What follows belongs to an exercise in optimizing a design on an open flow for small area; a production flow would make more cautious choices.
At most, simulation tests tie the RTL to the original design; equivalence was not proved.
For run 2, only the layout was checked, not whether the RTL still works.
The clock port is modelled as an ideal driver, which makes a skipped or thinned clock tree look cheaper than it is; a real chip needs a root buffer or a tree.
Power is estimated from default activity; no workload was simulated.

**design.v**
```verilog
module baud_controller (reset, clk, baud_select, sample_ENABLE);
input reset, clk;
input [2:0] baud_select;
output sample_ENABLE;
reg  [13:0] bq;            
wire [13:0] bx = bq ^ INV_MASK;
wire [13:0] term_val;      
localparam [13:0] INV_MASK  = 14'b10101010101010;
localparam [13:0] START     = 14'b11111111111111;    
localparam [13:0] RESTART   = 14'b11111111111110;    
localparam [13:0] TERM_MASK = 14'b11101011111111;
assign term_val[13] = (~baud_select[2] & ~baud_select[1]) | (baud_select[1] & baud_select[0]);
assign term_val[12] = (~baud_select[2] & baud_select[0]) | (baud_select[2] & baud_select[1] & ~baud_select[0]);
assign term_val[11] = (~baud_select[2] & baud_select[1] & baud_select[0]) | (baud_select[2] & ~baud_select[1]);
assign term_val[10] = (~baud_select[2] & ~baud_select[1] & baud_select[0]);
assign term_val[9] = (~baud_select[2] & baud_select[0]) | (~baud_select[1] & ~baud_select[0]);
assign term_val[8] = (~baud_select[2] & ~baud_select[1]) | (~baud_select[2] & ~baud_select[0]);
assign term_val[7] = (~baud_select[2] & baud_select[0]);
assign term_val[6] = (~baud_select[1] & ~baud_select[0]);
assign term_val[5] = (~baud_select[2] & baud_select[1] & ~baud_select[0]) | (baud_select[2] & ~baud_select[1] & ~baud_select[0]);
assign term_val[4] = (~baud_select[2] & baud_select[1] & baud_select[0]) | (~baud_select[1] & ~baud_select[0]);
assign term_val[3] = (~baud_select[2] & ~baud_select[1]) | (~baud_select[2] & ~baud_select[0]) | (~baud_select[1] & ~baud_select[0]);
assign term_val[2] = (baud_select[2] & ~baud_select[1] & baud_select[0]);
assign term_val[1] = (~baud_select[1] & baud_select[0]) | (baud_select[1] & ~baud_select[0]);
assign term_val[0] = (~baud_select[2] & baud_select[0]) | (baud_select[1]);
assign sample_ENABLE = ((bx ^ term_val) & TERM_MASK) == 14'd0;
always @(posedge clk)
  if (reset)              bq <= START ^ INV_MASK;
  else if (sample_ENABLE) bq <= RESTART ^ INV_MASK;
  else                    bq <= {bx[12:0], bx[13] ^ bx[12]} ^ INV_MASK;
endmodule
module uart_top (reset, clk, baud_select, Tx_EN, Tx_WR, Tx_DATA, TxD, Tx_BUSY,
                 Rx_EN, RxD, Rx_DATA, Rx_FERROR, Rx_PERROR, Rx_VALID);
input reset, clk;
input [2:0] baud_select;
input Tx_EN;
input Tx_WR;
input [7:0] Tx_DATA;
output TxD;
output Tx_BUSY;
input Rx_EN;
input RxD;
output [7:0] Rx_DATA;
output Rx_FERROR;
output Rx_PERROR;
output Rx_VALID;
wire tick;
baud_controller u_tick (.reset(reset), .clk(clk), .baud_select(baud_select), .sample_ENABLE(tick));
localparam [3:0] T_PAR = 4'd8, T_STOP = 4'd9, T_OFF = 4'd13, T_IDLE = 4'd14, T_START = 4'd15;
reg [3:0] ts;           
reg [3:0] tc;           
reg       t_adv;        
reg       TxD, Tx_BUSY;
always @(posedge clk) begin
  tc    <= Tx_BUSY ? tc + {3'b000, tick} : 4'd0;
  t_adv <= Tx_BUSY & tick & (tc == 4'd15);
end
wire t_off  = (ts == T_OFF);
wire t_idle = (ts == T_IDLE);
wire t_ld   = (ts == T_STOP) & t_adv;
wire t_inc  = (t_off & Tx_EN) | (t_idle & Tx_WR) | (!t_off & !t_idle & t_adv);
always @(posedge clk or posedge reset)
  if (reset)      ts <= T_OFF;
  else if (t_ld)  ts <= Tx_EN ? T_IDLE : T_OFF;
  else if (t_inc) ts <= ts + 4'd1;
always @(posedge clk) begin
  Tx_BUSY <= !(t_off | t_idle);
  if (!ts[3])              TxD <= Tx_DATA[ts[2:0]];
  else if (ts == T_START)  TxD <= 1'b0;
  else if (ts == T_PAR)    TxD <= ^Tx_DATA;
  else                     TxD <= 1'b1;
end
localparam [3:0] R_PAR = 4'd0, R_FRM = 4'd1, R_DONE = 4'd2, R_OFF = 4'd4,
                 R_WAIT = 4'd5, R_SF = 4'd6, R_START = 4'd7;
reg [3:0] rs;           
reg [3:0] rc;           
reg       r_adv;        
reg       rf;           
reg [7:0] DATA;
reg       Rx_FERROR, Rx_PERROR, Rx_VALID;
wire r_off   = (rs == R_OFF);
wire r_wait  = (rs == R_WAIT);
wire r_sf    = (rs == R_SF);
wire r_start = (rs == R_START);
wire r_par   = (rs == R_PAR);
wire r_frm   = (rs == R_FRM);
wire r_done  = (rs == R_DONE);
wire r_data  = rs[3];
wire r_frame = r_data | r_start | r_par | r_frm;      
wire s4      = tick && rc[1:0] == 2'b00 && rc[3:2] != 2'b00;    
wire s8      = tick && rc == 4'd8;
wire s14     = tick && rc[3:1] == 3'b111;                       
wire p_fail  = !Rx_FERROR && RxD == rf;                         
assign Rx_DATA = DATA;
always @(posedge clk) begin
  rc    <= r_frame ? rc + {3'b000, tick} : 4'd0;
  r_adv <= tick & (rc == 4'd15);
  if (r_data && s8) DATA <= {RxD, DATA[7:1]};
  if (!r_frame || (r_par && r_adv))  rf <= 1'b1;
  else if ((r_start || r_frm) && s4) rf <= rf & (RxD == r_frm);
  else if (r_data && s8)             rf <= rf ^ RxD;
end
wire r_ld  = r_done | (r_adv & ((r_par & p_fail) | (r_frm & Rx_FERROR)));
wire r_inc = (r_off & Rx_EN) | (r_wait & !RxD) | r_sf | (r_frame & r_adv);
always @(posedge clk or posedge reset)
  if (reset)      rs <= R_OFF;
  else if (r_ld)  rs <= (r_done && !Rx_EN) ? R_OFF : R_WAIT;
  else if (r_inc) rs <= rs + 4'd1;
always @(posedge clk or posedge reset)
  if (reset) begin
    Rx_FERROR <= 1'b0;
    Rx_PERROR <= 1'b0;
    Rx_VALID  <= 1'b0;
  end else begin
    Rx_VALID  <= r_done;
    Rx_FERROR <= r_frame & (Rx_FERROR | ((r_start | r_frm) & s14 & ~rf));
    Rx_PERROR <= r_par & !Rx_FERROR & (s8 ? (RxD == rf) : Rx_PERROR);
  end
endmodule
```
**flow/run.sh**
```bash
#!/bin/bash
# Layout flow: the standard flow (standard.sh) with these changes:
#  - after the standard synthesis, the combinational logic is re-mapped for
#    area by yosys/ABC (flow/resynth.sh); every flip-flop instance of the
#    standard synthesis is kept as it is (same name, same cell);
#  - every cell is then swapped to the smallest cell of the same function
#    (flow/downsize.tcl); the later repair steps size up where timing needs;
#  - port buffers are sky130_fd_sc_hd__buf_1;
#  - the clock tree is built from clkbuf_8 without dummy loads; when its root
#    buffer only drives four clock buffers, the root is removed and the clock
#    port drives those four buffers (flow/cts_trim.tcl).
# Each tool's output goes to a log file in this folder.
set -euo pipefail
cp config.mk config_my.mk
cat >> config.mk <<'EOC'
export BUFFER_PORTS_ARGS = -buffer_cell sky130_fd_sc_hd__buf_1
export CTS_ARGS = -sink_clustering_enable -repair_clock_nets -dont_use_dummy_load -buf_list {sky130_fd_sc_hd__clkbuf_8} -root_buf sky130_fd_sc_hd__clkbuf_8
EOC
R=orfs/results/sky130hd/uart_top/base
bash standard.sh synth > synth_standard.log 2>&1
cp $R/1_2_yosys.v synth_standard.v
mkdir -p resynth
bash flow/resynth.sh synth_standard.v synth_resynth.v resynth > resynth.log 2>&1
cp synth_resynth.v $R/1_2_yosys.v
rm -f $R/1_synth.odb $R/1_synth.sdc
bash standard.sh synth > synth_odb.log 2>&1
openroad -no_init -exit flow/downsize.tcl > downsize.log 2>&1
bash standard.sh cts > cts.log 2>&1
ODB=$R/4_cts.odb openroad -no_init -exit flow/cts_trim.tcl > cts_trim.log 2>&1
bash standard.sh finish > finish.log 2>&1
```
**flow/cellmodels.py**
```python
# Write Verilog models of the platform's combinational standard cells (from the
# liberty "function" of each output pin), so that yosys can flatten them into logic.
# usage: cellmodels.py LIB OUT.v CELL...   (only the listed cells that are combinational)
import re, sys
lib, out, want = sys.argv[1], sys.argv[2], set(sys.argv[3:])
txt = open(lib).read()
def groups(s, kind):
    # yield (name, body) of top-level "kind (name) { body }" groups in s
    for m in re.finditer(r'\b' + kind + r'\s*\(\s*"?([\w\[\]]+)"?\s*\)\s*\{', s):
        i, depth = m.end(), 1
        while depth:
            c = s[i]
            depth += (c == '{') - (c == '}')
            i += 1
        yield m.group(1), s[m.end():i - 1], m.start()
def conv(f):
    f = f.replace('!', '~').replace('+', '|').replace('*', '&')
    f = re.sub(r"(\w+)'", r'~\1', f)
    return f
mods = []
for name, body, _ in groups(txt, 'cell'):
    if name not in want:
        continue
    if re.search(r'\b(ff|latch|statetable)\s*\(', body):
        continue
    ins, outs = [], []
    ok = True
    for pn, pb, _ in groups(body, 'pin'):
        d = re.search(r'direction\s*:\s*"?(\w+)"?', pb).group(1)
        if d == 'input':
            ins.append(pn)
        elif d == 'output':
            f = re.search(r'\bfunction\s*:\s*"([^"]*)"', pb)
            if not f or 'three_state' in pb:
                ok = False
                break
            outs.append((pn, conv(f.group(1))))
    if not ok or not outs:
        continue
    ports = ins + [o for o, _ in outs]
    m = [f"module {name} ({', '.join(ports)});"]
    m += [f"  input {p};" for p in ins]
    m += [f"  output {o};" for o, _ in outs]
    m += [f"  assign {o} = {e};" for o, e in outs]
    m.append("endmodule")
    mods.append('\n'.join(m))
open(out, 'w').write('\n'.join(mods) + '\n')
print(f"{len(mods)} combinational cell models")
```
**flow/cts_trim.tcl**
```tcl
read_db $::env(ODB)
set block [ord::get_db_block]
set clknet ""
foreach bt [$block getBTerms] {
  if {[$bt getName] eq "clk"} { set clknet [$bt getNet] }
}
set iterms [$clknet getITerms]
if {[llength $iterms] != 1} {
  puts "clock port drives [llength $iterms] pins; nothing to do"
  exit
}
set root [[lindex $iterms 0] getInst]
set rootm [[$root getMaster] getName]
if {![string match "sky130_fd_sc_hd__clkbuf_*" $rootm]} { puts "root is $rootm; nothing to do"; exit }
set out [[$root findITerm X] getNet]
set loads {}
foreach it [$out getITerms] {
  if {[$it getInst] ne $root} { lappend loads $it }
}
set ok [expr {[llength $loads] <= 4}]
foreach it $loads {
  if {![string match "sky130_fd_sc_hd__clkbuf_*" [[[$it getInst] getMaster] getName]]} { set ok 0 }
}
if {!$ok} { puts "root drives [llength $loads] pins, not all clock buffers; nothing to do"; exit }
foreach it $loads { $it disconnect; $it connect $clknet }
[$root findITerm A] disconnect
[$root findITerm X] disconnect
odb::dbInst_destroy $root
odb::dbNet_destroy $out
puts "removed root clock buffer [$root getName] ($rootm); clock port now drives [llength $loads] clock buffers"
write_db $::env(ODB)
```
**flow/downsize.tcl**
```tcl
# Swap every cell of the synthesized netlist to the smallest-area cell with the
# same function and pins (e.g. sky130_fd_sc_hd__mux2_4 -> sky130_fd_sc_hd__mux2_1).
set plat $::env(FLOW_HOME)/platforms/sky130hd
read_liberty $plat/lib/sky130_fd_sc_hd__tt_025C_1v80.lib
set res orfs/results/sky130hd/uart_top/base
read_db $res/1_synth.odb
set block [ord::get_db_block]
set db [ord::get_db]
# smallest master per base name
array set best {}
foreach lib [$db getLibs] {
  foreach m [$lib getMasters] {
    set n [$m getName]
    if {[regexp {^(sky130_fd_sc_hd__[a-z0-9]+)_([0-9]+)$} $n -> base sz]} {
      set a [expr {[$m getWidth] * [$m getHeight]}]
      if {![info exists best($base)] || $a < [lindex $best($base) 1] ||
          ($a == [lindex $best($base) 1] && $sz > [lindex $best($base) 2])} {
        set best($base) [list $n $a $sz]
      }
    }
  }
}
set n 0
foreach inst [$block getInsts] {
  set m [[$inst getMaster] getName]
  if {[regexp {^(sky130_fd_sc_hd__[a-z0-9]+)_([0-9]+)$} $m -> base sz]} {
    set b [lindex $best($base) 0]
    if {$b ne $m} {
      puts "swap [$inst getName] $m -> $b"
      replace_cell [$inst getName] $b
      incr n
    }
  }
}
puts "swapped $n cells"
write_db $res/1_synth.odb
```
**flow/resynth.sh**
```bash
#!/bin/bash
# resynth.sh IN.v OUT.v WORKDIR : re-map the combinational logic of a synthesized
# netlist for area with yosys/ABC; every flip-flop instance is kept as it is.
# The combinational logic is optimized by ABC's deepsyn from several seeds,
# each result is mapped with several area mappers, and the smallest mapping
# is put back into the netlist by yosys.
set -euo pipefail
mkdir -p "$3"; IN=$(realpath -m "$1"); OUT=$(realpath -m "$2"); W=$(realpath -m "$3")
HERE=$(cd "$(dirname "$0")" && pwd)
FLOW_HOME=${FLOW_HOME:-/OpenROAD-flow-scripts/flow}
YOSYS=$FLOW_HOME/../tools/install/yosys/bin/yosys
ABC=$FLOW_HOME/../tools/install/yosys/bin/yosys-abc
LIB=$FLOW_HOME/platforms/sky130hd/lib/sky130_fd_sc_hd__tt_025C_1v80.lib
T=${RESYNTH_T:-40}
JOBS=${RESYNTH_JOBS:-4}
SEEDS=${RESYNTH_SEEDS:-0 1 2 3 4 5 6 7}
DUL=$(python3 - "$FLOW_HOME" <<'PY'
import re,sys
s=open(sys.argv[1]+'/platforms/sky130hd/config.mk').read()
m=re.search(r'DONT_USE_CELLS \+= \\\n(.*?)\n#',s,re.S)
print(' '.join(re.findall(r'sky130\w+',m.group(1))))
PY
)
DU=$(for c in $DUL; do printf -- '-dont_use %s ' $c; done)
DX=$(for c in $DUL; do printf -- '-X %s ' $c; done)
python3 $HERE/cellmodels.py $LIB $W/cellmodels.v $(grep -o "sky130_fd_sc_hd__[a-z0-9_]*" $IN | sort -u)
ys() {  # $1 = abc script file, $2 = output netlist, $3 = log
  cat > $W/resynth.ys <<EOY
read_liberty -lib $LIB
read_verilog -overwrite $W/cellmodels.v
read_verilog $IN
hierarchy -check -top uart_top
flatten
simplemap
opt_clean -purge
abc -script $1 -liberty $LIB $DU -D 20000
read_liberty -lib -ignore_redef $LIB
hierarchy -check -top uart_top
opt_clean -purge
hilomap -singleton -hicell sky130_fd_sc_hd__conb_1 HI -locell sky130_fd_sc_hd__conb_1 LO
insbuf -buf sky130_fd_sc_hd__buf_4 A X
splitnets
opt_clean -purge
stat -liberty $LIB
check -assert -mapped
write_verilog -noattr -nohex -nodec $2
EOY
  $YOSYS -s $W/resynth.ys > $3 2>&1
}
# 1. the combinational logic as ABC sees it
printf 'strash\nwrite_blif %s\nmap\n' $W/logic.blif > $W/dump.abc
ys $W/dump.abc $W/dump.v $W/dump.log
# 2. deepsyn from several seeds, several mappers each
MAPPERS=("&get -n; &dch; &nf -a -R 1000; &put"
         "&get -n; &nf -a -R 1000; &put"
         "dch -f; amap"
         "amap"
         "dch -f; map -a"
         "&get -n; &dch -f; &nf -a -R 1000 -F 20 -A 20; &put"
         "&get -n; &synch2; &nf -a -R 1000; &put")
one_seed() {
  local s=$1
  $ABC -c "read_blif $W/logic.blif; strash; &get -n; &st; &deepsyn -S $s -T $T; &put; write_aiger -s $W/d$s.aig" > $W/d$s.log 2>&1 || return 0
  local k=0
  for m in "${MAPPERS[@]}"; do
    $ABC -c "read_lib -w $DX $LIB; read_aiger $W/d$s.aig; $m; write_blif $W/m${s}_$k.blif; print_stats" > $W/m${s}_$k.log 2>&1 || true
    a=$(grep -oE "area =[ 0-9.]+" $W/m${s}_$k.log | tail -1 | tr -dc '0-9.')
    [ -n "$a" ] && echo "$a m${s}_$k $m" >> $W/areas_$s.txt
    k=$((k+1))
  done
}
N=0
for s in $SEEDS; do
  one_seed $s &
  N=$((N+1)); if (( N % JOBS == 0 )); then wait; fi
done
wait
cat $W/areas_*.txt | sort -n > $W/areas.txt
head -5 $W/areas.txt
BEST=$(head -1 $W/areas.txt | awk '{print $2}')
echo "best: $BEST"
# 3. put the best mapping back (yosys extracts the same logic, so names match)
sed 's/^\.model .*/.model netlist/' $W/$BEST.blif > $W/best.blif
# the chosen mapping must be equivalent to the logic it replaces
$ABC -c "read_lib -w $DX $LIB; cec $W/logic.blif $W/best.blif" > $W/cec.log 2>&1
grep -q "Networks are equivalent" $W/cec.log || { echo "cec failed"; cat $W/cec.log; exit 1; }
printf 'read_blif %s\n' $W/best.blif > $W/final.abc
ys $W/final.abc $OUT $W/final.log
grep -o "Chip area for module .*: [0-9.]*" $W/final.log | tail -1
```
**standard.sh**
```bash
#!/bin/bash
# synth_recipe.tcl (not shown) runs the flow's synth.tcl, then flattens the netlist and writes it again
# the make line also repeats each setting of config.mk as NAME=value (left out here)
make -C /OpenROAD-flow-scripts/flow DESIGN_CONFIG=/design/flow/config.mk WORK_HOME=/design/flow/orfs CLKGATE_MAP_FILE= SYNTH_SCRIPT=/design/flow/synth_recipe.tcl "${@:-finish}"
```
**config.mk**
```make
export PLATFORM = sky130hd
export DESIGN_NAME = uart_top
export DESIGN_NICKNAME = uart_top
export VERILOG_FILES = /design/flow/design.v
export SDC_FILE = /design/flow/constraint.sdc
export NUM_CORES = 4
export LEC_CHECK = 0
export CAP_MARGIN = 20
export CORE_MARGIN = 2
export CORE_UTILIZATION = 40
export SLEW_MARGIN = 20
export BUFFER_PORTS_ARGS = -buffer_cell sky130_fd_sc_hd__buf_1
export CTS_ARGS = -sink_clustering_enable -repair_clock_nets -dont_use_dummy_load -buf_list {sky130_fd_sc_hd__clkbuf_8} -root_buf sky130_fd_sc_hd__clkbuf_8
```
**constraint.sdc**
```tcl
create_clock -name core_clock -period 20.0 [get_ports {clk}]
set_input_delay 4.0000 -clock core_clock [delete_from_list [all_inputs] [get_ports {clk}]]
set_output_delay 4.0000 -clock core_clock [all_outputs]
set_load 0.01 [all_outputs]
```
==> results of run 1 <==
power by group through the flow:
stage                     Clock, uW  Sequential [uW]  Combinational (uW)
after floorplan                   0             97.2                4.13
after global placement            0             97.3                6.81
after detailed placement          0             97.3                6.89
after CTS                      51.0             95.3                6.89
after global routing           45.4             95.4                7.70
final                          39.6             95.3                6.83
path summary, 6_finish.rpt:
kind	from	endpoint	slack, ns	cells after the start
max	baud_select[2]	rf	13.56	13
min	u_tick.bq[8]	u_tick.bq[9]	0.38	1
max reg2reg	u_tick.bq[13]	rf	16.97	13
min reg2reg	u_tick.bq[8]	u_tick.bq[9]	0.38	1
max in group asynchronous	reset	ts[3]	15.88	2
min in group asynchronous	reset	Rx_FERROR	3.82	2
layout make-up:
| cell class | instances | area [um^2] |
|---|---|---|
| inverter | 13 | 48.8 |
| timing repair buffer | 30 | 116 |
| tap | 67 | 83.8 |
| clock buffer | 4 | 55.1 |
| multi-input combinational | 143 | 840 |
| fill | 451 | 2520 |
| sequential | 46 | 1060 |
stage by stage:
step	setup WS, ns	utilization, %	area (um^2)	std cells
2_1_floorplan	13.34	-	1950	202
4_1_cts	13.70	47.0	2220	304
3_3_place_gp	13.56	45.5	2150	299
6_report	13.56	46.7	2200	303
3_5_place_dp	13.41	45.5	2150	299
5_1_grt	13.35	46.7	2200	303
critical path: cells and delay by family:
family                 cells  cell delay (ns)
AO/OA/AOI/OAI              6             0.92
buffers and inverters      2             0.34
AND/OR/NAND/NOR            5             1.21
layout by cell type, fill, tap and decap left out, drive strengths merged, types with 2 or more instances in the layout:
cell type,count
buf,30
dfxtp,27
nor2,26
a21oi,17
nand2,16
o21ai,15
clkinv,13
xnor2,9
edfxtp,8
dfrtp,7
nor3,7
nand2b,5
clkbuf,4
dfstp,4
a31oi,3
and2,3
nor3b,3
and3,3
nand3,2
o2111ai,2
nand3b,2
nor4b,2
xor2,2
o21bai,2
a21o,2
mux2i,2
a41oi,2
o21a,2
state kept, by name, indices dropped and copies added (netlist names):
register	flops
u_tick.bq	14
DATA	8
rc	4
rs	4
tc	4
ts	4
Rx_FERROR	1
Rx_PERROR	1
Rx_VALID	1
TxD	1
Tx_BUSY	1
r_adv	1
rf	1
t_adv	1
routing by layer:
| layer | global-route usage (%) | up-vias | share of wire [%] |
|---|---|---|---|
| li1 | - | 791 | - |
| met1 | 21.0 | 698 | 52 |
| met3 | 4.39 | 6 | 6.6 |
| met2 | 18.9 | 53 | 40 |
| met5 | 0 | - | 0 |
| met4 | 4.85 | 0 | 1.4 |
==> reports/summary.md, run 1 <==
The flow ran to the end and the layout has no timing, DRC or antenna violations. The post-cts sizing count came out at 0. The path type of the worst min-delay path is reg -> reg. Sequential cells account for 67.2% of the total power. The detailed-route wire length per cell was 11.9 um; the number of rows in the core area was 25. The tools report the internal portion of total power as 116 uW. The repair_antennas step left the layout with diodes totalling 0. The part of the cycle the worst path needs was 32.2%. Compared with the post-synthesis result, the final layout area differs by 13.2%. Total global-route track usage: 14.1%. Summing over every cut layer, the via total after detailed routing is 1,548. CTS saw 46 sinks. Net switching is 18.2% of the power.

The final layout contains 255 nets. The vias per cell is 5.11. The type of element launching the critical path is an input port. The worst hold slack across all endpoints was 0.384 ns; the combinational share of power was 4.8%. The run gives 14 as the largest net degree at the start of global routing. The mean instance size in the synthesized netlist came out at 9.64 um^2. On the critical path, the stage with the largest delay is an instance of sky130_fd_sc_hd__nor2_1. Global placer's final weighted congestion: 0.838. After layout, the minimum clock period comes to 6.44 ns. The worst setup path category is in -> reg. The number of antenna violations at the first check in global routing is 0. The final antenna-violating net count was 0. The number of nets in the synthesized netlist is 219. After detailed routing, the total wire length is 3.62 mm. Across the routed clock network, the largest skew measured is 0.0112 ns.

The top-level port count was 30; the worst stage delay on the critical path was 0.57 ns. After floorplanning, the core was sized to cover 4720 um^2. The setup TNS was 0 ns; the arrival time reported for the critical path endpoint was 6.46 ns. For the standby leakage power, the log shows 0.000791 uW. Setup repair after global routing left no endpoint under its margin. The floorplan step set the die width to 73.8 um.

The worst endpoint required time was 20.03 ns; the maximum fanout along the worst path was 9. Derived from the worst setup path, the maximum achievable clock frequency is 0.155 GHz. The cell that appears most often on the critical path is sky130_fd_sc_hd__o21ai_1. The first global-routing pass estimated 5.95 mm of wire.

The die covers 5440 um^2. The mapped netlist covers 1950 um^2. During placement, the flow inserted port buffers numbering 29. The first detailed-routing pass took 4 iterations. In this run the power density over the cells is 64.3 nW/um^2.

The tools report the number of max-slew violations in the final report as 0. For this run, design rule violations remaining after detail routing come to 0. The logs give 147 for the violation count after the first detailed-route iteration and 28.0% for the power share of the clock group. Counting every instance in the synthesized netlist gives 202. At the pin with the least slew margin, the transition time is 0.713 ns. The count of hold-fix buffers inserted at cts was 0; the buffer count from post-CTS setup fixing was 0.

In this run the power spent charging and discharging nets is 25.8 uW. During synthesis, Yosys emitted a total of 2 warnings. The signal on the critical path passes through buf_1 > a21oi_1 > nand2_1 > a21oi_1 > o21ai_1 > a2111oi_1 > buf_4 > nor3b_1 > nand3b_1 > nor2_1 > nand2_1 > o21ai_1 > o21ai_1.

Setup violations remaining at the end of the flow were counted as 0. The HPWL after detailed placement is 2.74 mm. The number of global-route vias before repair is 1,335, and the register clock-pin slew on the reported worst setup and hold paths is 0.08 ns.

The global route total overflow was 0; the starting utilization of the core area was 41.2%. The y dimension of the die is 73.8 um. The sum of internal, switching and leakage power was 142 uW; the number of hold violations in the final report was 0. The worst-case IR drop observed on VDD is 0.0352 mV.

Headroom to the max-slew limit came out at 52.2%. The share of final-layout standard cells stronger than drive strength 1 was 5.51%. Kind of end point of the critical path: a flip-flop. The tool flagged a number of max-cap violations equal to 0. Clock latency on the worst-skew pair, taken at its later pin, is 0.14 ns.
==> run 2: changes to the inputs <==
--- a/design.v
+++ b/design.v
@@ -64,3 +64,3 @@
   else if (t_ld)  ts <= Tx_EN ? T_IDLE : T_OFF;
-  else if (t_inc) ts <= ts + 4'd1;
+  else            ts <= ts + {3'b000, t_inc};
 always @(posedge clk) begin
@@ -104,6 +104,5 @@
 wire r_inc = (r_off & Rx_EN) | (r_wait & !RxD) | r_sf | (r_frame & r_adv);
-always @(posedge clk or posedge reset)
-  if (reset)      rs <= R_OFF;
-  else if (r_ld)  rs <= (r_done && !Rx_EN) ? R_OFF : R_WAIT;
-  else if (r_inc) rs <= rs + 4'd1;
+always @(posedge clk)
+  if (reset || r_ld) rs <= (reset || (r_done && !Rx_EN)) ? R_OFF : R_WAIT;
+  else               rs <= rs + {3'b000, r_inc};
 always @(posedge clk or posedge reset)
--- a/flow/resynth.sh
+++ b/flow/resynth.sh
@@ -15,3 +15,3 @@
 JOBS=${RESYNTH_JOBS:-4}
-SEEDS=${RESYNTH_SEEDS:-0 1 2 3 4 5 6 7}
+SEEDS=${RESYNTH_SEEDS:-0 1 2 3 4 5 6 7 8 9 10 11 12 13 14 15}
 DUL=$(python3 - "$FLOW_HOME" <<'PY'
==> run 2 against run 1 <==
- largest cell class unchanged
- design area is 2.8% lower
- global-route usage hardly changed
- largest power group unchanged
- sequential share of layout area rose by 0.38 points
- via count decreased by 0.39%
==> reports/summary.md, run 2 <==
For the sum of internal, switching and leakage power, the log shows 148 uW (+4.7%). The area of the core is 4660 um^2 (-1.3%), and the buffers plus inverters on the worst setup path is 3 (+1). The buffer count from post-CTS setup fixing was 0 (unchanged); the worst stage delay on the critical path was 0.37 ns (-0.20 ns). Maximum ir drop on the vdd rail: 0.0289 mV (-18%). The number of port buffers was 29 (unchanged).

The part of the cycle the worst path needs was 32.3% (+0.13 points). For the number of rows in the core area, the log shows 25 (unchanged). The overall via count from detail_route was 1,542 (-0.39%); the power per cell area was 69.2 nW/um^2 (+7.7%). The flow ran to the end and the layout has no timing, DRC or antenna violations. Compared with the post-synthesis result, the final layout area differs by 12.5%. For the number of global-route vias before repair, the log shows 1,291 (-3.3%). Setup repair after global routing left no endpoint under its margin. The signal on the critical path passes through buf_1 > clkinv_1 > nor4_1 > o21ai_1 > o31a_1 > a2111oi_0 > a31oi_1 > nor3_1 > buf_4 > and4b_1 > and2_1 > nand2_1 > xnor2_1 > nor2_1. The tools report the placed wire-length estimate as 2.66 mm (-2.7%). The number of warnings issued by yosys came out at 2 (unchanged). The count of maximum capacitance violations came out at 0 (unchanged). The final antenna-violating net count came out at 0 (unchanged). The run gives 4 (unchanged) as the detailed-router iteration count before antenna repair. The share of final-layout standard cells stronger than drive strength 1 is 4.31% (-1.2 points). The slew at the pin with the worst max-slew slack is 0.997 ns (+0.283 ns).

The run gives 0.000748 uW (-5.5%) as the standby leakage power. Vias per cell: 5.39 (+5.5%). The critical path is of the in -> reg type. The logs give 0 (unchanged) for the number of diodes added for antenna fixing and 13 (-1) for the largest net degree at the start of global routing. Clock latency on the worst-skew pair: 0.14 ns (about the same). The setup slack after placement is 13.39 ns (-0.0205 ns), and the violation count after the first detailed-route iteration is 115 (-22%). The largest register by flop count is u_tick.bq. Count of hold-fix buffers inserted at cts: 0 (unchanged).

The die extent in x was 73 um (-1.1%); the netlist area before placement was 1900 um^2 (-2.2%). Global placer's final weighted congestion: 0.820 (-2.1%). The worst endpoint required time came out at 20.03 ns (about the same). The setup violation total in the final timing report came out at 0 (unchanged). Worst relative slew slack: 33.0% (-19 points). The slowest stage of the critical path is the sky130_fd_sc_hd__and2_1 cell. The setup TNS was 0 ns (unchanged); the maximum fanout along the worst path was 11 (+2). For the fraction of the core area covered by cells at the end of the flow, the log shows 46.0% (-0.69 points).

The area of the die is 5330 um^2 (-2.1%). The global route total overflow was 0 (unchanged); the wire length reported by the detailed router was 3.56 mm (-1.6%). The path type of the worst min-delay path is reg -> reg. The detailed-route wire length per cell is 12.4 um (+4.2%).

The logs give 30 (unchanged) for the top-level port count and 0.00940 ns (-0.00180 ns) for the worst-case clock skew. The run gives 0.383 ns (-0.000784 ns) as the worst hold slack across all endpoints. The time the worst path needs with I/O delays and setup was 6.46 ns (+0.0251 ns). The total global-route track usage is 14.1% (+0.035 points).

For the remaining routing DRC violations, the log shows 0 (unchanged). The first-pass GRT wire length is 5.89 mm (-1.0%). The y dimension of the die works out to 73 um (-1.1%). The number of flip-flops under the largest register name is 14 (unchanged).

The top cell types in the final layout, fill and taps aside, are sky130_fd_sc_hd__dfxtp_1 (31), sky130_fd_sc_hd__buf_1 (29), sky130_fd_sc_hd__nor2_1 (28). The number of nets at the end of the flow is 251 (-1.6%). The number of antenna violations at the first check in global routing is 0 (unchanged).

The logs give 0.155 GHz (-0.39%) for the achievable frequency and 215 (-1.8%) for the post-synth net total. The arrival time reported for the critical path endpoint was 6.49 ns (+0.03 ns). The clock sink total was 46 (unchanged). Type of element launching the critical path: an input port.

The largest registers in the layout are u_tick.bq (14), DATA (8). For the worst-case setup margin in the final layout, the log shows 13.54 ns (-0.0251 ns). The mean instance size in the synthesized netlist was 9.62 um^2 (-0.27%). The most frequent standard cell in the layout excluding fill and tap cells is sky130_fd_sc_hd__dfxtp_1. The number of max-slew violations in the final report was 0 (unchanged). Starting utilization of the core area: 40.9% (-0.39 points). Broken down by cell family, the worst path's largest delay share belongs to simple AND/OR/NAND/NOR gates. The synthesized instance count came out at 198 (-2.0%). The run gives 0 (unchanged) as the number of hold violations in the final report.

The worst setup path is captured at a flip-flop. The post-cts sizing count is 0 (unchanged), and the register clock-pin slew on the reported worst setup and hold paths is 0.07 ns (about the same).
run 2: cell types whose count changed in the layout (fill, tap and decap cells not counted), sizes merged, moves of 4 or more:
| cell | change |
|---|---|
| dfxtp | +4 |
| nand2 | -4 |
| nor4 | +4 |
| and2 | +4 |
| clkinv | -6 |
| a21oi | -12 |
| nand3 | +4 |
run 2: final cells by class:
| type | count | area [um^2] |
|---|---|---|
| Fill cell | 454 | 2520 |
| Sequential cell | 46 | 1040 |
| Multi-Input combinational cell | 145 | 838 |
| Timing Repair Buffer | 30 | 116 |
| Tap cell | 54 | 67.6 |
| Clock buffer | 4 | 55.1 |
| Inverter | 7 | 26.3 |
run 2: through the flow:
step,cell area [um^2],instances
CTS,2160,287
global route,2140,286
finish,2140,286
detailed placement,2090,282
floorplan,1900,198
global placement,2090,282
run 2: worst paths after layout:
| path | slack, ns | startpoint | end | cells past startpoint |
|---|---|---|---|---|
| worst max register to register | 17.18 | u_tick.bq[13] | rf | 10 |
| worst min-delay path | 0.38 | u_tick.bq[10] | u_tick.bq[11] | 1 |
| max in group asynchronous | 15.90 | reset | ts[2] | 2 |
| min in group asynchronous | 3.85 | reset | ts[1] | 2 |
| worst min register to register | 0.38 | u_tick.bq[10] | u_tick.bq[11] | 1 |
| worst max-delay path | 13.54 | baud_select[0] | rf | 14 |
run 2: layer usage:
metal  vias up  track usage, %  part of all wire, %
met5         -               0                    0
met2        34            21.6                   44
met4         0            2.47                 0.87
li1        797               -                    -
met1       707            19.8                   50
met3         4            4.56                  4.9
run 2: report_power, final:
part	total, uW	leakage, uW	internal, uW	switching, uW
combinational	10.4	0.000314	4.27	6.16
clock	40.2	0.0000288	18.3	22.0
sequential	97.7	0.000406	95.5	2.24
==> run 3: changes to the inputs <==
--- a/design.v
+++ b/design.v
@@ -61,9 +61,9 @@
 wire t_inc  = (t_off & Tx_EN) | (t_idle & Tx_WR) | (!t_off & !t_idle & t_adv);
-always @(posedge clk or posedge reset)
-  if (reset)      ts <= T_OFF;
-  else if (t_ld)  ts <= Tx_EN ? T_IDLE : T_OFF;
-  else            ts <= ts + {3'b000, t_inc};
+always @(posedge clk)
+  if (reset || t_ld) ts <= (reset || !Tx_EN) ? T_OFF : T_IDLE;
+  else               ts <= ts + {3'b000, t_inc};
 always @(posedge clk) begin
-  Tx_BUSY <= !(t_off | t_idle);
-  if (!ts[3])              TxD <= Tx_DATA[ts[2:0]];
+  Tx_BUSY <= !(reset | t_off | t_idle);
+  if (reset)               TxD <= 1'b1;
+  else if (!ts[3])         TxD <= Tx_DATA[ts[2:0]];
   else if (ts == T_START)  TxD <= 1'b0;
==> run 3 against run 2 <==
- largest power group unchanged
- clock skew increased by 0.0035 ns
- total power increased by 2.3%
- area after synthesis decreased by 0.26%
- maximum frequency decreased by 2.6%
- still clean on timing, DRC and antenna
- die area decreased by 0.26%
- highest routed layer unchanged
- combinational power increased by 25%
- sequential power increased by 1%
==> reports/summary.md, run 3 <==
The run gives 2 (unchanged) as the number of warnings issued by yosys. The setup path with the least slack is of type in -> reg. The final antenna-violating net count was 0 (unchanged); the synthesized instance count was 210 (+6.1%). The logs give 0 (unchanged) for the number of diodes added for antenna fixing and 6.71 ns (+0.22 ns) for the arrival time reported for the critical path endpoint. The register clock-pin slew on the reported worst setup and hold paths came out at 0.08 ns (about the same).

The standby leakage power is 0.000726 uW (-2.9%), and the number of flip-flops under the largest register name is 14 (unchanged). The run gives 25 (unchanged) as the number of rows in the core area. The library cells used most frequently in the layout, excluding fill and tap cells, are sky130_fd_sc_hd__dfxtp_1 (35), sky130_fd_sc_hd__nor2_1 (34), sky130_fd_sc_hd__buf_1 (29). The worst endpoint required time was 20.08 ns (+0.05 ns). The part of the cycle the worst path needs is 33.2% (+0.87 points), and the worst-case setup margin in the final layout is 13.36 ns (-0.173 ns). For the area of the core, the log shows 4660 um^2 (unchanged).

The detailed-router iteration count before antenna repair was 4 (unchanged); the clock latency on the worst-skew pair was 0.14 ns (about the same). The worst relative slew slack was 56.0% (+23 points); the share of final-layout standard cells stronger than drive strength 1 was 2.06% (-2.3 points). The worst-case clock skew is 0.0129 ns (+0.00353 ns), and the signed area change from the synthesized netlist to the final layout is 12.2%. Post-cts sizing count: 0 (unchanged). The number of max-slew violations in the final report was 0 (unchanged); the worst stage delay on the critical path was 0.54 ns (+0.17 ns). The tools report the starting utilization of the core area as 40.8% (-0.11 points). For the sum of internal, switching and leakage power, the log shows 152 uW (+2.3%). The flow ran to the end and the layout has no timing, DRC or antenna violations.

The mean instance size in the synthesized netlist works out to 9.04 um^2 (-6.0%). The post-synth net total is 227 (+5.6%), and the die extent in x is 72.9 um (-0.13%). The largest net degree at the start of global routing is 14 (+1), and the global route total overflow is 0 (unchanged). The y dimension of the die is 72.9 um (-0.13%), and the number of global-route vias before repair is 1,389 (+7.6%). The wire length reported by the detailed router is 3.89 mm (+9.3%). The worst hold slack across all endpoints was 0.382 ns (-0.00121 ns); the number of nets at the end of the flow was 262 (+4.4%). The netlist area before placement was 1900 um^2 (-0.26%); the setup TNS was 0 ns (unchanged). The kind of end point of the critical path was a flip-flop.

In the final layout, the registers with the most flip-flops are u_tick.bq (14), DATA (8). The number of port buffers came out at 29 (unchanged). The type of element launching the critical path was an input port. The buffer count from post-CTS setup fixing was 0 (unchanged). The signal on the critical path passes through buf_1 > clkinv_1 > o21ai_1 > a21oi_1 > a2111oi_0 > o2111ai_1 > a21oi_1 > and4b_1 > and2_1 > a211o_1 > a21oi_1 > a21oi_1. The tools report the violation count after the first detailed-route iteration as 90 (-22%).

The most frequent standard cell in the layout excluding fill and tap cells was sky130_fd_sc_hd__dfxtp_1. In this design, the critical path's most frequently occurring cell is sky130_fd_sc_hd__a21oi_1. The buffers plus inverters on the worst setup path was 2 (-1). The setup slack after placement is 13.19 ns (-0.197 ns).

The time the worst path needs with I/O delays and setup is 6.64 ns (+0.173 ns). The first-pass GRT wire length is 6.42 mm (+8.9%). The count of maximum capacitance violations was 0 (unchanged).

Highest-delay cell along the critical path: sky130_fd_sc_hd__a21oi_1. The number of antenna violations at the first check in global routing came out at 0 (unchanged). The run gives 0.880 (+7.3%) as the global placer's final weighted congestion. The achievable frequency is 0.151 GHz (-2.6%), and the total global-route track usage is 15.6% (+1.5 points). Count of hold-fix buffers inserted at cts: 0 (unchanged). The overall via count from detail_route was 1,589 (+3.0%). The number of hold violations in the final report was 0 (unchanged). Detailed-route wire length per cell: 13.1 um (+5.2%). The top-level port count was 30 (unchanged); the clock sink total was 46 (unchanged). The run gives 0 (unchanged) as the remaining routing DRC violations.

The placed wire-length estimate was 2.85 mm (+7.1%); the slew at the pin with the worst max-slew slack was 0.657 ns (-0.339 ns). For the area of the die, the log shows 5320 um^2 (-0.26%). The register with the most flip-flops in the final layout is u_tick.bq.

Power per cell area: 71.2 nW/um^2 (+2.9%). The setup violation total in the final timing report is 0 (unchanged), and the maximum fanout along the worst path is 10 (-1). The run gives 0.0296 mV (+2.4%) as the maximum ir drop on the vdd rail. In this design, the largest share of critical-path delay is due to compound AO/OA/AOI/OAI gates. Setup repair after global routing left no endpoint under its margin. Path type of the worst min-delay path: reg -> reg. The vias per cell works out to 5.35 (-0.77%).
==> run 3: path summary, 6_finish.rpt <==
| check | startpoint | endpoint | slack [ns] | depth (start not counted) |
|---|---|---|---|---|
| worst max-delay path | baud_select[2] | rf | 13.36 | 12 |
| worst min-delay path | u_tick.bq[10] | u_tick.bq[11] | 0.38 | 1 |
| worst max register to register | u_tick.bq[4] | rf | 17.19 | 10 |
| worst min register to register | u_tick.bq[10] | u_tick.bq[11] | 0.38 | 1 |
| max in group asynchronous | reset | Rx_FERROR | 15.83 | 2 |
| min in group asynchronous | reset | Rx_PERROR | 3.98 | 2 |
==> run 3: power by group <==
part           switching (uW)  leakage [uW]  internal (uW)
sequential               3.13      0.000398           95.6
combinational            7.16      0.000299           5.84
clock                    21.8     0.0000288           18.3
==> run 3: layout make-up <==
class / instances / area (um^2)
well taps: 54 / 67.6
fillers: 463 / 2530
multi-input cells: 153 / 842
repair buffers: 29 / 109
flip-flops and latches: 46 / 1020
clock buffers: 4 / 55.1
inverters: 11 / 41.3
==> run 3: worst register-to-register path, stage by stage, from the launching register on <==
cell and delay, ns:
sky130_fd_sc_hd__dfxtp_1 0.44, sky130_fd_sc_hd__nand2b_1 0.14, sky130_fd_sc_hd__a21oi_1 0.07, sky130_fd_sc_hd__a2111oi_0 0.27, sky130_fd_sc_hd__o2111ai_1 0.17, sky130_fd_sc_hd__a21oi_1 0.54
sky130_fd_sc_hd__and4b_1 0.34, sky130_fd_sc_hd__and2_1 0.42, sky130_fd_sc_hd__a211o_1 0.17, sky130_fd_sc_hd__a21oi_1 0.05, sky130_fd_sc_hd__a21oi_1 0.14
==> run 3: stage by stage <==
step	instances	util (%)	cell area (um^2)
global placement	293	44.5	2080
finish	297	45.7	2130
global route	297	45.7	2130
detailed placement	293	44.5	2080
floorplan	210	-	1900
CTS	298	46.0	2140
==> run 3: routing by layer <==
metal	track usage, %	vias to the layer above	wire length [um]
met4	4.32	0	61
met2	24.1	36	1740
li1	-	818	-
met1	21.6	728	1950
met3	4.14	7	139
met5	0	-	0
==> run 4: changes to the inputs <==
--- a/flow/resynth.sh
+++ b/flow/resynth.sh
@@ -13,3 +13,3 @@
 LIB=$FLOW_HOME/platforms/sky130hd/lib/sky130_fd_sc_hd__tt_025C_1v80.lib
-T=${RESYNTH_T:-40}
+T=${RESYNTH_T:-60}
 JOBS=${RESYNTH_JOBS:-4}
==> run 4 against run 3 <==
- worst hold slack better by 0.010 ns
- combinational power about the same
- flip-flop and latch count unchanged
- wire length decreased by 3.8%
- clock skew grew 0.0033 ns
- sequential power rose by 0.8%
- area after synthesis fell by 0.46%
- non-clock buffer count did not move
- critical path type unchanged
- largest cell class unchanged
- largest power group unchanged
==> reports/summary.md, run 4 <==
The flow ran to the end and the layout has no timing, DRC or antenna violations. The detailed-route wire length per cell is 12.7 um (-2.8%), and the synthesized instance count is 207 (-1.4%). Power per cell area: 71.8 nW/um^2 (+0.77%). The count of maximum capacitance violations is 0 (unchanged).

The number of cells in the design after placement is 290 (-1.0%), and the largest net degree at the start of global routing is 15 (+1). STA classifies the critical path startpoint as an input port. The run gives 0.0163 ns (+0.00334 ns) as the worst-case clock skew. Traced cell by cell, the critical path runs through buf_1 > xnor2_1 > nand4_1 > o21ai_1 > a22o_1 > o2111ai_1 > nor3_1 > and3b_1 > and2_1 > nand2_1 > xor2_1. The run gives 0.14 ns (about the same) as the clock latency on the worst-skew pair. The kind of end point of the critical path was a flip-flop. For the post-cts sizing count, the log shows 0 (unchanged). The tightest min-delay check is of the reg -> reg type.

Detailed-router iteration count before antenna repair: 4 (unchanged). The logs give 224 (-1.3%) for the post-synth net total and 0 (unchanged) for the setup violation total in the final timing report. u_tick.bq holds more flip-flops than any other register. For the remaining routing DRC violations, the log shows 0 (unchanged).

The tools report the area of the core as 4630 um^2 (-0.67%). The vias per cell was 5.33 (-0.38%); the number of non-filler instances in the completed layout was 294 (-1.0%). The tools report the violation count after the first detailed-route iteration as 71 (-21%). The y dimension of the die is 72.8 um (-0.21%).

The largest registers in the layout are u_tick.bq (14), DATA (8). For this design, the slowest cell found on the critical path is sky130_fd_sc_hd__and2_1. The standby leakage power came out at 0.000759 uW (+4.4%). The part of the cycle the worst path needs came out at 30.2% (-3.0 points).

The run gives 0 (unchanged) as the number of hold violations in the final report. Overall via count from detail_route: 1,567 (-1.4%). The run gives 0.166 GHz (+9.8%) as the achievable frequency. The placed wire-length estimate came out at 2.74 mm (-3.8%). Setup repair after global routing left no endpoint under its margin. The slew at the pin with the worst max-slew slack came out at 0.623 ns (-0.0340 ns).

The logs give 15.0% (-0.57 points) for the total global-route track usage and 25 (unchanged) for the number of rows in the core area. The buffers plus inverters on the worst setup path was 1 (-1); the worst endpoint required time was 20.03 ns (-0.05 ns). The buffer count from post-CTS setup fixing is 0 (unchanged), and the count of hold-fix buffers inserted at cts is 0 (unchanged).

Grouping stages by cell kind, the critical path spends the most delay in simple AND/OR/NAND/NOR gates. The share of final-layout standard cells stronger than drive strength 1 works out to 2.08% (+0.026 points). The area of the die was 5290 um^2 (-0.42%); the worst relative slew slack was 58.1% (+2.1 points). Most frequent standard cell in the layout excluding fill and tap cells: sky130_fd_sc_hd__dfxtp_1. For the number of global-route vias before repair, the log shows 1,373 (-1.2%). The maximum fanout along the worst path is 9 (-1). The tools report the number of max-slew violations in the final report as 0 (unchanged). The arrival time reported for the critical path endpoint came out at 6.07 ns (-0.64 ns). Leaving out fill and tap cells, the most frequent cells in the layout are sky130_fd_sc_hd__dfxtp_1 (35), sky130_fd_sc_hd__nor2_1 (34), sky130_fd_sc_hd__buf_1 (29). The mean instance size in the synthesized netlist came out at 9.13 um^2 (+0.98%).

The logs give 30 (unchanged) for the top-level port count and 1890 um^2 (-0.46%) for the netlist area before placement. The logs give 17.63 ns (+0.44 ns) for the slack of the worst reg-to-reg path and 0.901 (+2.4%) for the global placer's final weighted congestion. Signed area change from the synthesized netlist to the final layout: 12.2% (about the same). The worst setup path category is in -> reg.

For the global route total overflow, the log shows 0 (unchanged). The number of nets at the end of the flow was 259 (-1.1%); the sum of internal, switching and leakage power was 152 uW (+0.36%). The worst stage delay on the critical path is 0.36 ns (-0.18 ns), and the first-pass GRT wire length is 6.22 mm (-3.1%). The number of warnings issued by yosys is 2 (unchanged), and the wire length reported by the detailed router is 3.75 mm (-3.8%). The register clock-pin slew on the reported worst setup and hold paths was 0.08 ns (about the same); the number of diodes added for antenna fixing was 0 (unchanged).

The maximum ir drop on the vdd rail was 0.0371 mV (+25%); the number of antenna violations at the first check in global routing was 0 (unchanged). The starting utilization of the core area is 40.8% (+0.086 points), and the time the worst path needs with I/O delays and setup is 6.04 ns (-0.595 ns). The number of flip-flops under the largest register name is 14 (unchanged). The number of port buffers works out to 29 (unchanged).

Clock sink total: 46 (unchanged). The die extent in x was 72.8 um (-0.21%); the final antenna-violating net count was 0 (unchanged). The setup TNS was 0 ns (unchanged).
-- run 4: report_power, final --
group	internal (uW)	switching [uW]	leakage [uW]
sequential	95.9	3.61	0.000399
combinational	5.62	7.36	0.000331
clock	18.3	21.6	0.0000288
-- run 4: path summary, 6_finish.rpt --
kind | start | endpoint | depth (start not counted)
max in group asynchronous | reset | Rx_FERROR | 2
worst max register to register | u_tick.bq[4] | rf | 9
worst min register to register | u_tick.bq[8] | u_tick.bq[9] | 1
worst min-delay path | u_tick.bq[8] | u_tick.bq[9] | 1
min in group asynchronous | reset | Rx_VALID | 2
worst max-delay path | baud_select[2] | rf | 11
-- run 4: layout make-up --
| class | instances | area [um^2] |
|---|---|---|
| fillers | 469 | 2510 |
| flip-flops and latches | 46 | 1020 |
| multi-input cells | 154 | 848 |
| repair buffers | 29 | 109 |
| well taps | 54 | 67.6 |
| clock buffers | 4 | 55.1 |
| inverters | 7 | 26.3 |
-- run 4: stage by stage --
stage	instance area [um^2]	hold WS, ns	worst slack [ns]	utilization, %
final	2120	0.392	13.96	45.8
after global routing	2120	0.409	13.74	45.8
after floorplan	1890	0.368	14.29	-
after global placement	2070	0.371	13.86	44.6
after CTS	2140	0.395	14.11	46.1
after detailed placement	2070	0.381	13.82	44.6
-- run 4: metal layers --
metal / vias to the layer above / routed length [um] / track usage [%]
li1: 812 / - / -
met1: 719 / 1870 / 21.1
met2: 32 / 1670 / 22.8
met3: 4 / 170 / 4.28
met4: 0 / 34 / 3.70
met5: - / 0 / 0
==> run 5: changes to the inputs <==
--- a/flow/resynth.sh
+++ b/flow/resynth.sh
@@ -13,3 +13,3 @@
 LIB=$FLOW_HOME/platforms/sky130hd/lib/sky130_fd_sc_hd__tt_025C_1v80.lib
-T=${RESYNTH_T:-60}
+T=${RESYNTH_T:-90}
 JOBS=${RESYNTH_JOBS:-4}
@@ -59,3 +59,5 @@
          "&get -n; &dch -f; &nf -a -R 1000 -F 20 -A 20; &put"
-         "&get -n; &synch2; &nf -a -R 1000; &put")
+         "&get -n; &synch2; &nf -a -R 1000; &put"
+         "&get -n; &dch -f; &nf -a -R 2000 -F 30 -A 30; &put"
+         "&get -n; &dch; &nf -a -R 1000 -F 20 -A 20; &put")
 one_seed() {
==> run 5 against run 4 <==
- total power up 0.80%
- combinational power hardly changed
- global-route usage rose by 0.76 points
- highest routed layer unchanged
- final cell count did not move
- non-clock buffer count unchanged
- sequential power decreased by 0.7%
- synthesized cell count grew 0.97%
- first-iteration DRC count down 30%
- via count increased by 2.0%
- maximum frequency shrank 4.6%
- count of clock-buffer cells in the layout unchanged
- die area is 0.69% lower
- largest power group unchanged
==> reports/summary.md, run 5 <==
The flow ran to the end and the layout has no timing, DRC or antenna violations. The run gives 42.2% (+1.4 points) as the starting utilization of the core area. The part of the cycle the worst path needs came out at 31.7% (+1.5 points).

Setup repair after global routing left no endpoint under its margin. The maximum ir drop on the vdd rail is 0.0383 mV (+3.2%), and the top-level port count is 30 (unchanged). For the global placer's final weighted congestion, the log shows 0.888 (-1.5%). The clock latency on the worst-skew pair is 0.15 ns (about the same). The largest net degree at the start of global routing is 17 (+2), and the power per cell area is 72.9 nW/um^2 (+1.6%). The number of non-filler instances in the completed layout came out at 294 (unchanged). The number of port buffers works out to 29 (unchanged).

Achievable frequency: 0.158 GHz (-4.6%). The run gives 0.000732 uW (-3.5%) as the standby leakage power. The signed area change from the synthesized netlist to the final layout was 12.2% (about the same). The logs give 0 (unchanged) for the buffer count from post-CTS setup fixing and 2.71 mm (-1.1%) for the placed wire-length estimate.

The mean instance size in the synthesized netlist was 8.98 um^2 (-1.7%). The tools report the overall via count from detail_route as 1,599 (+2.0%). The slew at the pin with the worst max-slew slack was 0.751 ns (+0.128 ns); the netlist area before placement was 1880 um^2 (-0.73%). The detailed-route wire length per cell is 12.6 um (-1.2%), and the clock sink total is 46 (unchanged).

The post-cts sizing count is 0 (unchanged), and the number of nets at the end of the flow is 261 (+0.77%). The logs give 209 (+0.97%) for the synthesized instance count and 4 (unchanged) for the detailed-router iteration count before antenna repair. The worst endpoint required time came out at 20.04 ns (about the same).

The register clock-pin slew on the reported worst setup and hold paths was 0.10 ns (+0.02 ns). The arrival time reported for the critical path endpoint is 6.37 ns (+0.30 ns), and the die extent in x is 72.5 um (-0.34%). The logs give 15.8% (+0.76 points) for the total global-route track usage and 290 (unchanged) for the number of cells in the design after placement. By startpoint and endpoint, the worst setup path is classified as in -> reg.

The area of the core was 4440 um^2 (-4.0%); the share of final-layout standard cells stronger than drive strength 1 was 2.07% (-0.017 points). The number of diodes added for antenna fixing is 0 (unchanged). In the layout the commonest cells are sky130_fd_sc_hd__nor2_1 (41), sky130_fd_sc_hd__dfxtp_1 (35), sky130_fd_sc_hd__buf_1 (29). The number of antenna violations at the first check in global routing is 0 (unchanged). Largest register by flop count: u_tick.bq.

The number of hold violations in the final report was 0 (unchanged); the number of flip-flops under the largest register name was 14 (unchanged). The final antenna-violating net count came out at 0 (unchanged). Y dimension of the die: 72.5 um (-0.34%).

The maximum fanout along the worst path works out to 11 (+2). Wire length reported by the detailed router: 3.70 mm (-1.2%). The setup TNS is 0 ns (unchanged), and the number of max-slew violations in the final report is 0 (unchanged). The count of hold-fix buffers inserted at cts was 0 (unchanged). The worst relative slew slack was 49.9% (-8.2 points). The largest registers in the layout are u_tick.bq (14), DATA (8).

The path type of the worst min-delay path is reg -> reg. The number of rows in the core area is 24 (-4.0%), and the setup violation total in the final timing report is 0 (unchanged). Time the worst path needs with I/O delays and setup: 6.33 ns (+0.290 ns). STA classifies the critical path startpoint as an input port. For the global route total overflow, the log shows 0 (unchanged). Number of global-route vias before repair: 1,427 (+3.9%). Number of warnings issued by yosys: 2 (unchanged). For the remaining routing DRC violations, the log shows 0 (unchanged). The run gives 0.0244 ns (+0.00811 ns) as the worst-case clock skew.

The library cell used most frequently in the layout, excluding fill and tap cells, is sky130_fd_sc_hd__nor2_1. The run gives 5260 um^2 (-0.69%) as the area of the die. The post-synth net total came out at 226 (+0.89%). Count of maximum capacitance violations: 0 (unchanged). The vias per cell was 5.44 (+2.0%); the violation count after the first detailed-route iteration was 50 (-30%).

The run gives 6.57 mm (+5.7%) as the first-pass GRT wire length. STA classifies the critical path endpoint as a flip-flop.
## run 5: worst max-delay path: stages
cell and delay [ns]:
sky130_fd_sc_hd__buf_1 0.20, sky130_fd_sc_hd__xnor2_1 0.17, sky130_fd_sc_hd__nand4_1 0.10, sky130_fd_sc_hd__o21ai_1 0.09
sky130_fd_sc_hd__o211ai_1 0.10, sky130_fd_sc_hd__a21oi_1 0.62, sky130_fd_sc_hd__o211ai_1 0.23, sky130_fd_sc_hd__nor2_1 0.20
sky130_fd_sc_hd__and2_1 0.39, sky130_fd_sc_hd__nand2_1 0.12, sky130_fd_sc_hd__xor2_1 0.17
## run 5: area by class of cell
type / instances / area [um^2]
inverter: 5 / 18.8
sequential: 46 / 1020
tap: 52 / 65.1
clock buffer: 4 / 55.1
fill: 453 / 2340
multi-input combinational: 158 / 842
timing repair buffer: 29 / 109
## run 5: path summary, 6_finish.rpt
path | startpoint | to | slack, ns | depth (start not counted)
max | baud_select[2] | rf | 13.67 | 11
max reg2reg | u_tick.bq[11] | rf | 17.12 | 11
min reg2reg | u_tick.bq[10] | u_tick.bq[11] | 0.39 | 1
min in group asynchronous | reset | Rx_VALID | 3.91 | 2
min | u_tick.bq[10] | u_tick.bq[11] | 0.39 | 1
max in group asynchronous | reset | Rx_FERROR | 15.91 | 2
## run 5: layer usage
layer	track usage, %	up-vias	share of wire [%]
met5	0	-	0
met4	6.58	0	1.8
met3	2.78	7	3.4
met2	23.9	30	44
met1	22.3	744	51
li1	-	818	-
## run 5: report_power, final
part / leakage (uW) / internal (uW) / switching, uW / total, uW
combinational: 0.000304 / 5.82 / 7.32 / 13.1
sequential: 0.000399 / 95.7 / 3.15 / 98.8
clock: 0.0000288 / 18.3 / 23.2 / 41.6
## run 5: stage by stage
stage | hold slack [ns] | util [%] | area [um^2] | setup slack, ns | power, uW
finish | 0.390 | 47.4 | 2110 | 13.67 | 153
global route | 0.416 | 47.4 | 2110 | 13.31 | 160
CTS | 0.391 | 47.7 | 2120 | 13.83 | 164
detailed placement | 0.378 | 46.1 | 2050 | 13.49 | 114
global placement | 0.370 | 46.1 | 2050 | 13.54 | 114
floorplan | 0.368 | - | 1880 | 14.07 | 109
==> run 6: changes to the inputs <==
--- a/flow/resynth.sh
+++ b/flow/resynth.sh
@@ -13,5 +13,5 @@
 LIB=$FLOW_HOME/platforms/sky130hd/lib/sky130_fd_sc_hd__tt_025C_1v80.lib
-T=${RESYNTH_T:-90}
+T=${RESYNTH_T:-120}
 JOBS=${RESYNTH_JOBS:-4}
-SEEDS=${RESYNTH_SEEDS:-0 1 2 3 4 5 6 7 8 9 10 11 12 13 14 15}
+SEEDS=${RESYNTH_SEEDS:-0 1 2 3 4 5 6 7 8 9 10 11 12 13 14 15 16 17 18 19 20 21 22 23}
 DUL=$(python3 - "$FLOW_HOME" <<'PY'
==> run 6 against run 5 <==
- still clean on timing, DRC and antenna
- setup slack lost 0.19 ns
- global-route usage shrank 0.24 points
- clock skew grew 0.0029 ns
- sequential share of layout area grew 0.057 points
- non-clock buffer count is the same
- combinational power grew about 90%
- first-iteration DRC count grew 52%
- critical path depth grew 2
- critical path type unchanged
- largest power group unchanged
==> reports/summary.md, run 6 <==
The count of maximum capacitance violations was 0 (unchanged); the setup slack after placement was 13.34 ns (-0.144 ns). The number of global-route vias before repair is 1,371 (-3.9%), and the count of hold-fix buffers inserted at cts is 0 (unchanged). Setup repair after global routing left no endpoint under its margin. Violation count after the first detailed-route iteration: 76 (+52%).

The power per cell area is 80.7 nW/um^2 (+11%), and the area of the core is 4440 um^2 (unchanged). For the number of cells in the design after placement, the log shows 284 (-2.1%). The part of the cycle the worst path needs came out at 32.6% (+0.94 points). The logs give 6.52 ns (+0.15 ns) for the arrival time reported for the critical path endpoint and 2.83 mm (+4.4%) for the placed wire-length estimate. The tools report the first-pass GRT wire length as 6.44 mm (-2.0%). Vias per cell: 5.49 (+0.93%). The achievable frequency is 0.153 GHz (-2.9%), and the fraction of the core area covered by cells at the end of the flow is 47.3% (-0.056 points).

The critical path starts at baud_select[0]. The largest net degree at the start of global routing was 17 (unchanged). The tools report the capturing instance or port of the critical path as rf. The global route total overflow was 0 (unchanged). The tools report the number of diodes added for antenna fixing as 0 (unchanged).

For the total global-route track usage, the log shows 15.5% (-0.24 points). The tools report the synthesized instance count as 203 (-2.9%). The number of cell instances on the worst register-to-register path came out at 12 (+1). The starting utilization of the core area is 42.2% (-0.056 points).

Clock sink total: 46 (unchanged). The clock latency on the worst-skew pair came out at 0.15 ns (about the same). Remaining routing DRC violations: 0 (unchanged). The detailed-route wire length per cell is 13.2 um (+4.8%), and the register clock-pin slew on the reported worst setup and hold paths is 0.07 ns (-0.03 ns).

The maximum ir drop on the vdd rail was 0.0459 mV (+20%). The maximum fanout along the worst path was 10 (-1); the number of warnings issued by yosys was 2 (unchanged). For the worst relative slew slack, the log shows 63.9% (+14 points). The register with the most flip-flops in the final layout is u_tick.bq. The cell with the most instances on the worst path was sky130_fd_sc_hd__nor2_1. The number of hold violations in the final report was 0 (unchanged). The kind of cell with the highest combined delay along the critical path is simple AND/OR/NAND/NOR gates.

The run gives 30 (unchanged) as the top-level port count. The number of flip-flops under the largest register name is 14 (unchanged), and the final antenna-violating net count is 0 (unchanged). STA classifies the critical path startpoint as an input port. The global placer's final weighted congestion is 0.903 (+1.6%).

The signal on the critical path passes through buf_1 > clkinv_1 > a211oi_1 > nor2_1 > a21oi_1 > o2111ai_1 > nor2_1 > o211ai_1 > nor2_1 > and2_1 > nand2_1 > xnor2_1 > nor2_1. The number of max-slew violations in the final report was 0 (unchanged); the y dimension of the die was 72.5 um (about the same). Area of the die: 5250 um^2 (-0.14%). The logs give 0.0272 ns (+0.00285 ns) for the worst-case clock skew and 3.80 mm (+2.7%) for the wire length reported by the detailed router. Number of port buffers: 29 (unchanged). The worst setup path is captured at a flip-flop. The tools report the startpoint of the lowest-slack register-to-register path as u_tick.bq[0].

The time the worst path needs with I/O delays and setup was 6.52 ns (+0.188 ns). The number of antenna violations at the first check in global routing is 0 (unchanged). The run gives 0 (unchanged) as the buffer count from post-CTS setup fixing. The die extent in x is 72.5 um (about the same), and the detailed-router iteration count before antenna repair is 4 (unchanged). Buffers plus inverters on the worst setup path: 2 (+1). In the layout the commonest cells are sky130_fd_sc_hd__dfxtp_1 (35), sky130_fd_sc_hd__nor2_1 (30), sky130_fd_sc_hd__buf_1 (29).

The run finished with no timing, DRC or antenna violations. The worst stage delay on the critical path was 0.42 ns (-0.20 ns). The largest registers in the layout are u_tick.bq (14), DATA (8). The largest individual stage delay along the critical path comes from the cell sky130_fd_sc_hd__nor2_1.

The tools report the setup violation total in the final timing report as 0 (unchanged). The signed area change from the synthesized netlist to the final layout is 12.2% (about the same), and the standby leakage power is 0.000738 uW (+0.79%). The worst endpoint required time is 20.00 ns (-0.04 ns), and the overall via count from detail_route is 1,581 (-1.1%). The count of fill cells added during filler insertion was 459 (+1.3%). The worst setup path category was in -> reg.

The cell count along the critical path works out to 13 (+2). The share of final-layout standard cells stronger than drive strength 1 was 2.12% (+0.053 points). Worst-case setup margin in the final layout: 13.48 ns (-0.188 ns).

The netlist area before placement is 1870 um^2 (-0.13%). The endpoint identified for the worst register-to-register timing path is rf. The slew at the pin with the worst max-slew slack was 0.537 ns (-0.214 ns). The mean instance size in the synthesized netlist works out to 9.23 um^2 (+2.8%). Post-cts sizing count: 0 (unchanged). Path type of the worst min-delay path: reg -> reg. The number of rows in the core area is 24 (unchanged). The tools report the setup TNS as 0 ns (unchanged). Leaving out fill and tap cells, the most frequent cell in the layout is sky130_fd_sc_hd__dfxtp_1. The slack of the worst reg-to-reg path was 17.29 ns (+0.17 ns). For the worst hold slack across all endpoints, the log shows 0.382 ns (-0.00808 ns). Post-synth net total: 220 (-2.7%). The number of non-filler instances in the completed layout is 288 (-2.0%).

The number of nets at the end of the flow is 255 (-2.3%).
==> run 6: report_power, final <==
part,switching (uW),leakage (uW),total [uW],internal [uW]
registers,6.49,0.000398,105,98.1
clock network,21.9,0.0000288,40.2,18.3
logic,14.6,0.000310,24.9,10.3
==> run 6: area by class of cell <==
class	instances	area, um^2	area share, %
repair buffers	29	109	5.18
multi-input cells	148	825	39.2
flip-flops and latches	46	1020	48.3
inverters	9	33.8	1.61
well taps	52	65.1	3.09
clock buffers	4	55.1	2.62
==> run 6: worst min path at each step <==
| stage | from | end | slack [ns] | cells past startpoint |
|---|---|---|---|---|
| after floorplan | u_tick.bq[10] | u_tick.bq[11] | 0.37 | 1 |
| after global placement | u_tick.bq[8] | u_tick.bq[9] | 0.37 | 1 |
| after detailed placement | u_tick.bq[10] | u_tick.bq[11] | 0.38 | 1 |
| after CTS | u_tick.bq[10] | u_tick.bq[11] | 0.39 | 1 |
| after global routing | u_tick.bq[8] | u_tick.bq[9] | 0.39 | 1 |
| final | u_tick.bq[10] | u_tick.bq[11] | 0.38 | 1 |
==> run 6: metal layers <==
| layer | GRT usage (%) | routed length [um] | vias to the layer above |
|---|---|---|---|
| li1 | - | - | 799 |
| met1 | 21.6 | 1940 | 744 |
| met2 | 23.6 | 1700 | 36 |
| met3 | 4.44 | 140 | 2 |
| met4 | 4.32 | 19 | 0 |
| met5 | 0 | 0 | - |
==> run 6: stage by stage <==
stage	power, uW	cell area, um^2
floorplan	123	1870
global placement	132	2050
detailed placement	131	2050
CTS	181	2120
global route	180	2100
finish	170	2100

[static timing again, ports no longer ideal]
How much do the figures lean on ideal ports? The routed layouts below were timed once more, with nothing changed but the port constraints.
Step 1, drivers: a clkbuf_16 drives clk and a buf_2 each remaining input, both assumed.
Step 2 adds t to the input delays and takes it off the output delays; t is the mean of the earliest and latest rising clock arrival at the registers after step 1. Input paths then give back, and output paths get back, about the clock's delay inside the block.
a / b / c = ideal / step 1 / step 2; a / b = the first two.
run	shift t [ns]	setup slack, ns	slew at the worst register clock pin (ns)	worst slew at a driven data input, ns	cell pins on the clock port's net
run 1	0.185	13.563 / 13.596 / 13.411	0.08 / 0.08	0.03	4
run 2	0.184	13.538 / 13.563 / 13.379	0.08 / 0.08	0.03	4
run 3	0.188	13.364 / 13.395 / 13.207	0.08 / 0.08	0.03	4
run 4	0.189	13.959 / 13.985 / 13.797	0.08 / 0.08	0.03	4
run 5	0.196	13.669 / 13.700 / 13.504	0.10 / 0.10	0.03	4
run 6	0.191	13.480 / 13.507 / 13.316	0.09 / 0.09	0.03	4
After both steps setup and hold are still met in every run listed. For run 5, which loses most, drivers alone change the setup slack by +0.031 ns; drivers and shift together by -0.165 ns.
